Context: an optimization exercise on an open-source flow, tuned for small area, a short achievable clock period and few clock cycles per item. The choices shown serve that exercise and are no tape-out recipe.
RTL that was checked went through simulation tests only; none was proved equivalent to the original.

// CordicAccelerator
module CordicAccelerator(
  input         clock,
  input         reset,
  input         cmd_valid,
  output        cmd_ready,
  input  [6:0]  cmd_funct,
  input  [4:0]  cmd_rd,
  input  [63:0] cmd_rs1,
  input  [63:0] cmd_rs2,
  output        resp_valid,
  input         resp_ready,
  output [4:0]  resp_rd,
  output [63:0] resp_data,
  output        busy
);
  function [31:0] addc(input [31:0] a, input [31:0] b, input c);
    reg [31:0] g, p, gg, pp, gn, pn;
    integer k, l;
    begin
      g = a & b;
      p = a ^ b;
      gg = g;
      pp = p;
      gg[0] = g[0] | (p[0] & c);
      pp[0] = 1'b0;
      for (l = 0; l < 5; l = l + 1) begin
        gn = gg;
        pn = pp;
        for (k = 0; k < 32; k = k + 1)
          if (k[l]) begin
            gn[k] = gg[k] | (pp[k] & gg[((k >> l) << l) - 1]);
            pn[k] = pp[k] & pp[((k >> l) << l) - 1];
          end
        gg = gn;
        pp = pn;
      end
      addc = p ^ {gg[30:0], c};
    end
  endfunction
  reg adv;   
  wire accept = cmd_valid & adv;
  wire [31:0] z0 = cmd_rs2[31:0];
  wire z0_fits = (z0[31:17] == {15{z0[31]}});
  wire [17:0] zc0 = z0_fits ? z0[17:0] : {z0[31], {17{~z0[31]}}};
  reg [31:0] p1_x;
  reg [4:0] p1_rd;
  reg p1_fn, p1_v;
  reg [17:0] p1_z;
  always @(posedge clock) begin
    if (reset) p1_v <= 1'b0;
    else if (adv) p1_v <= accept;
    if (adv) begin
      p1_x <= cmd_rs1[31:0];
      p1_rd <= cmd_rd;
      p1_fn <= cmd_funct[0];
      p1_z <= zc0;
    end
  end
  ...
For scale: about 14000 cells after synthesis, about 2500 flip-flops, ~220 I/O pins.
Settings: LEC_CHECK=0, CAP_MARGIN=20, CORE_MARGIN=2, CORE_UTILIZATION=60, SETUP_SLACK_MARGIN=2.0, SLEW_MARGIN=20; clock period 6.0 ns.
run.sh (not shown) runs the stock make flow with config.mk's settings and CLKGATE_MAP_FILE= SYNTH_SCRIPT=/design/flow/synth_recipe.tcl, a recipe that flattens the netlist after the stock synthesis.
The starting point ran to the end with no violations.
==> next run, changes <==
--- a/flow/config.mk
+++ b/flow/config.mk
@@ -10,3 +10,3 @@
 export CORE_UTILIZATION = 60
-export SETUP_SLACK_MARGIN = 2.0
+export SETUP_SLACK_MARGIN = 3.0
 export SLEW_MARGIN = 20
The changed run passed the timing, DRC and antenna checks.
Register-to-register slack gets better by 0.07 ns.
Fmax rises by 1.7%.
Clock-buffer cell count is unchanged.
Synthesized area is unchanged.
Utilization rises by 16 points.
Global-route usage rises by 4.4 points.
Via count rises by 16%.
Die area stays the same.
Function was not checked in any run of this note: the RTL went through the layout flow alone.

Setup of build 61:
CordicAccelerator, a different RTL version from the one above (not shown whole).
For scale: roughly 14000 cells after synthesis, roughly 220 I/O pins, ~140000 um2 of cells after synthesis.
clock: 6.0 ns
lec_check: 0
cap_margin: 20
core_margin: 2
core_utilization: 60
cts_buf_list: sky130_fd_sc_hd__clkbuf_8
cts_cluster_size: 20
setup_slack_margin: 2.5
slew_margin: 20
Testbench counts of build 61, summed over its fixed seeds: cycles 1,856, items 1,600.
Inputs modified between build 61 and build 86:
- CTS_CLUSTER_SIZE no longer set, was 20
- CTS_BUF_LIST no longer set, was sky130_fd_sc_hd__clkbuf_8
- SETUP_SLACK_MARGIN now 2.6, was 2.5
## What came out
- From build 61 to build 86 the numbers moved as follows: first-pass GRT wire length increased by 0.64% relative to the old numbers, final area increased by 2.2% relative to the old numbers, area of the mapped netlist closely matched the old numbers, worst hold margin decreased by 16 ps relative to the old numbers.
- In build 86, the clock buffer count came out about 25% below the value in build 61.
- When build 86 is measured against build 61, its fraction of the cycle the final worst path needs turns out 1.9 points lower.
#### Input delta (build 17 over build 86)
- SETUP_SLACK_MARGIN: 2.6 -> 2.2
### Flow results
Number of cells in the design after placement: build 17 vs build 86, no meaningful difference. Comparing build 17 and build 86, the lower cell count was measured on build 17. Per the comparison of build 17 with build 86, count of non-CTS inverters in the layout closely matched the old numbers. Of build 17 and build 86, it is build 17 that has the higher first-pass GRT wire length.
Here is what was changed in the inputs of build 75 compared with build 17.
- swapping 2.2 for 2.4 in SETUP_SLACK_MARGIN
==> comparison <==
- Of build 17 and build 75, build 75 shows the lower required time at the endpoint of the critical path, with build 17 above it.
- Utilization ends up higher on build 75.
- Diff build 17..build 75 | via count | negligible
- Final critical-path required period: build 75 < build 17
--- input diff build 75..build 67 ---
- swapping 2.4 for 2.8 in SETUP_SLACK_MARGIN
Results
Build 67 completed; timing, DRC and antenna clean
Between build 75 and build 67, the number of antenna violations at the first check in global routing is higher for build 75.
Build 75 has lower utilization than build 67.
From build 75 to build 67, row count did not move at all.
What build 75 reported for design area has to be multiplied by 1.05 to get the figure for build 67.
Met3 routing resource usage after global routing: build 67 lower than build 75
Input changes introduced in build 24 (baseline for comparison: build 67):
- swapping 2.8 for 2.5 in SETUP_SLACK_MARGIN
- putting ABC_AREA at 1 where nothing was set
- putting CTS_BUF_LIST at sky130_fd_sc_hd__clkbuf_4 sky130_fd_sc_hd__clkbuf_8 where nothing was set
[summary]
Build 24 completed end to end with timing, DRC and antenna clean.
Comparing build 67 and build 24, worst hold margin is lower on build 67.
Build 24 ended up with more standard cells than build 67.
Post-synthesis to final-layout area growth in build 24 vs build 67: down 10 points
Count of clock-buffer cells in the layout (higher): build 24
The core of build 24 is less densely filled than that of build 67.
The post-synthesis adder-cell area fraction reported for build 24 is smaller than that of build 67 by 2.3 points.

CordicAccelerator, a different RTL version from the one above (not shown whole).
Size: ~2500 flip-flops, ~140000 um2 of cells after synthesis.
==> flow/design.v (excerpt) <==
module CordicAccelerator(
  input         clock,
  input         reset,
  input         cmd_valid,
  output        cmd_ready,
  input  [6:0]  cmd_funct,
  input  [4:0]  cmd_rd,
  input  [63:0] cmd_rs1,
  input  [63:0] cmd_rs2,
  output        resp_valid,
  input         resp_ready,
  output [4:0]  resp_rd,
  output [63:0] resp_data,
  output        busy
);
Settings: LEC_CHECK=0, CAP_MARGIN=20, CORE_MARGIN=2, CORE_UTILIZATION=60, CTS_BUF_LIST=sky130_fd_sc_hd__clkbuf_8 sky130_fd_sc_hd__clkbuf_16, CTS_CLUSTER_DIAMETER=80, CTS_CLUSTER_SIZE=30, GPL_ROUTABILITY_DRIVEN=0, SETUP_SLACK_MARGIN=2.45, SLEW_MARGIN=20; clock period 6.0 ns.
The first run completed without violations.
==> next run, changes <==
--- a/flow/config.mk
+++ b/flow/config.mk
@@ -13,4 +13,4 @@
 export CTS_CLUSTER_SIZE = 30
 export GPL_ROUTABILITY_DRIVEN = 0
-export SETUP_SLACK_MARGIN = 2.45
+export SETUP_SLACK_MARGIN = 2.6
 export SLEW_MARGIN = 20
Effect: The changed run finished clean. Via count grows by 0.61%. Wire length grows by 0.70%. Register-to-register slack gains 0.08 ns. Die area is unchanged. Critical path depth shrinks by 2.
==> next run, changes <==
--- a/flow/config.mk
+++ b/flow/config.mk
@@ -13,4 +13,4 @@
 export CTS_CLUSTER_SIZE = 30
 export GPL_ROUTABILITY_DRIVEN = 0
-export SETUP_SLACK_MARGIN = 2.6
+export SETUP_SLACK_MARGIN = 2.55
 export SLEW_MARGIN = 20
Result: The new run passed the timing, DRC and antenna checks; worst hold slack got worse by 0.0050 ns; final cell count is about the same; sequential share of layout area came out higher by 0.17 points; area after synthesis does not change.
==> next run, changes <==
--- a/flow/config.mk
+++ b/flow/config.mk
@@ -9,8 +9,8 @@
 export CORE_MARGIN = 2
 export CORE_UTILIZATION = 60
-export CTS_BUF_LIST = sky130_fd_sc_hd__clkbuf_8 sky130_fd_sc_hd__clkbuf_16
-export CTS_CLUSTER_DIAMETER = 80
-export CTS_CLUSTER_SIZE = 30
+export CTS_BUF_LIST = sky130_fd_sc_hd__clkbuf_16
+export CTS_CLUSTER_DIAMETER = 70
+export CTS_CLUSTER_SIZE = 36
 export GPL_ROUTABILITY_DRIVEN = 0
-export SETUP_SLACK_MARGIN = 2.55
+export SETUP_SLACK_MARGIN = 2.5
 export SLEW_MARGIN = 20
The changed run completed without violations; non-clock buffer count fell by 10; final cell count is about the same; hold slack is worse by 0.019 ns.
Function was not checked in any run of this note: the RTL went through the layout flow alone.

[afterwards: timing with drivers on the ports]
The results above use ideal ports. As a check the final layouts listed here were re-extracted and re-timed, cells and wires unchanged. Step 1: set_driving_cell puts a clkbuf_16 on clock and a buf_2 on each other input, an assumption about the parent block. Step 2 adds t to the input delays and takes it off the output delays; t is the mean of the earliest and latest rising clock arrival at the registers after step 1. Input paths then give back, and output paths get back, about the clock's delay inside the block. Slacks: no drivers / after step 1 / after step 2; pairs: no drivers / after step 1.
| run | t, ns | setup slack, ns | worst hold slack (ns) |
|---|---|---|---|
| the first run of note 1 | 0.982 | 1.994 / 1.994 / 1.994 | 0.400 / 0.400 / 0.400 |
| the second run of note 1 | 1.013 | 2.060 / 2.060 / 2.060 | 0.410 / 0.410 / 0.410 |
| build 61 | 1.147 | 2.305 / 2.235 / 1.464 | 0.290 / 0.290 / 0.290 |
| build 86 | 0.996 | 2.418 / 2.343 / 1.527 | 0.274 / 0.274 / 0.274 |
| build 17 | 1.006 | 2.277 / 2.254 / 1.306 | 0.323 / 0.323 / 0.323 |
| build 75 | 0.985 | 2.355 / 2.338 / 1.424 | 0.312 / 0.312 / 0.312 |
| build 67 | 1.016 | 2.211 / 2.172 / 1.403 | 0.294 / 0.294 / 0.294 |
| build 24 | 1.168 | 2.464 / 2.365 / 1.623 | 0.304 / 0.304 / 0.304 |
| the first run of note 3 | 0.918 | 2.451 / 2.451 / 1.753 | 0.324 / 0.324 / 0.324 |
| the second run of note 3 | 0.912 | 2.530 / 2.530 / 1.888 | 0.327 / 0.327 / 0.327 |
| the third run of note 3 | 0.921 | 2.496 / 2.496 / 1.838 | 0.322 / 0.322 / 0.322 |
| the fourth run of note 3 | 0.907 | 2.496 / 2.496 / 1.763 | 0.303 / 0.303 / 0.303 |
After both steps every run listed still meets setup and hold. For build 17, which loses most, drivers alone change the setup slack by -0.023 ns; drivers and shift together by -0.971 ns.
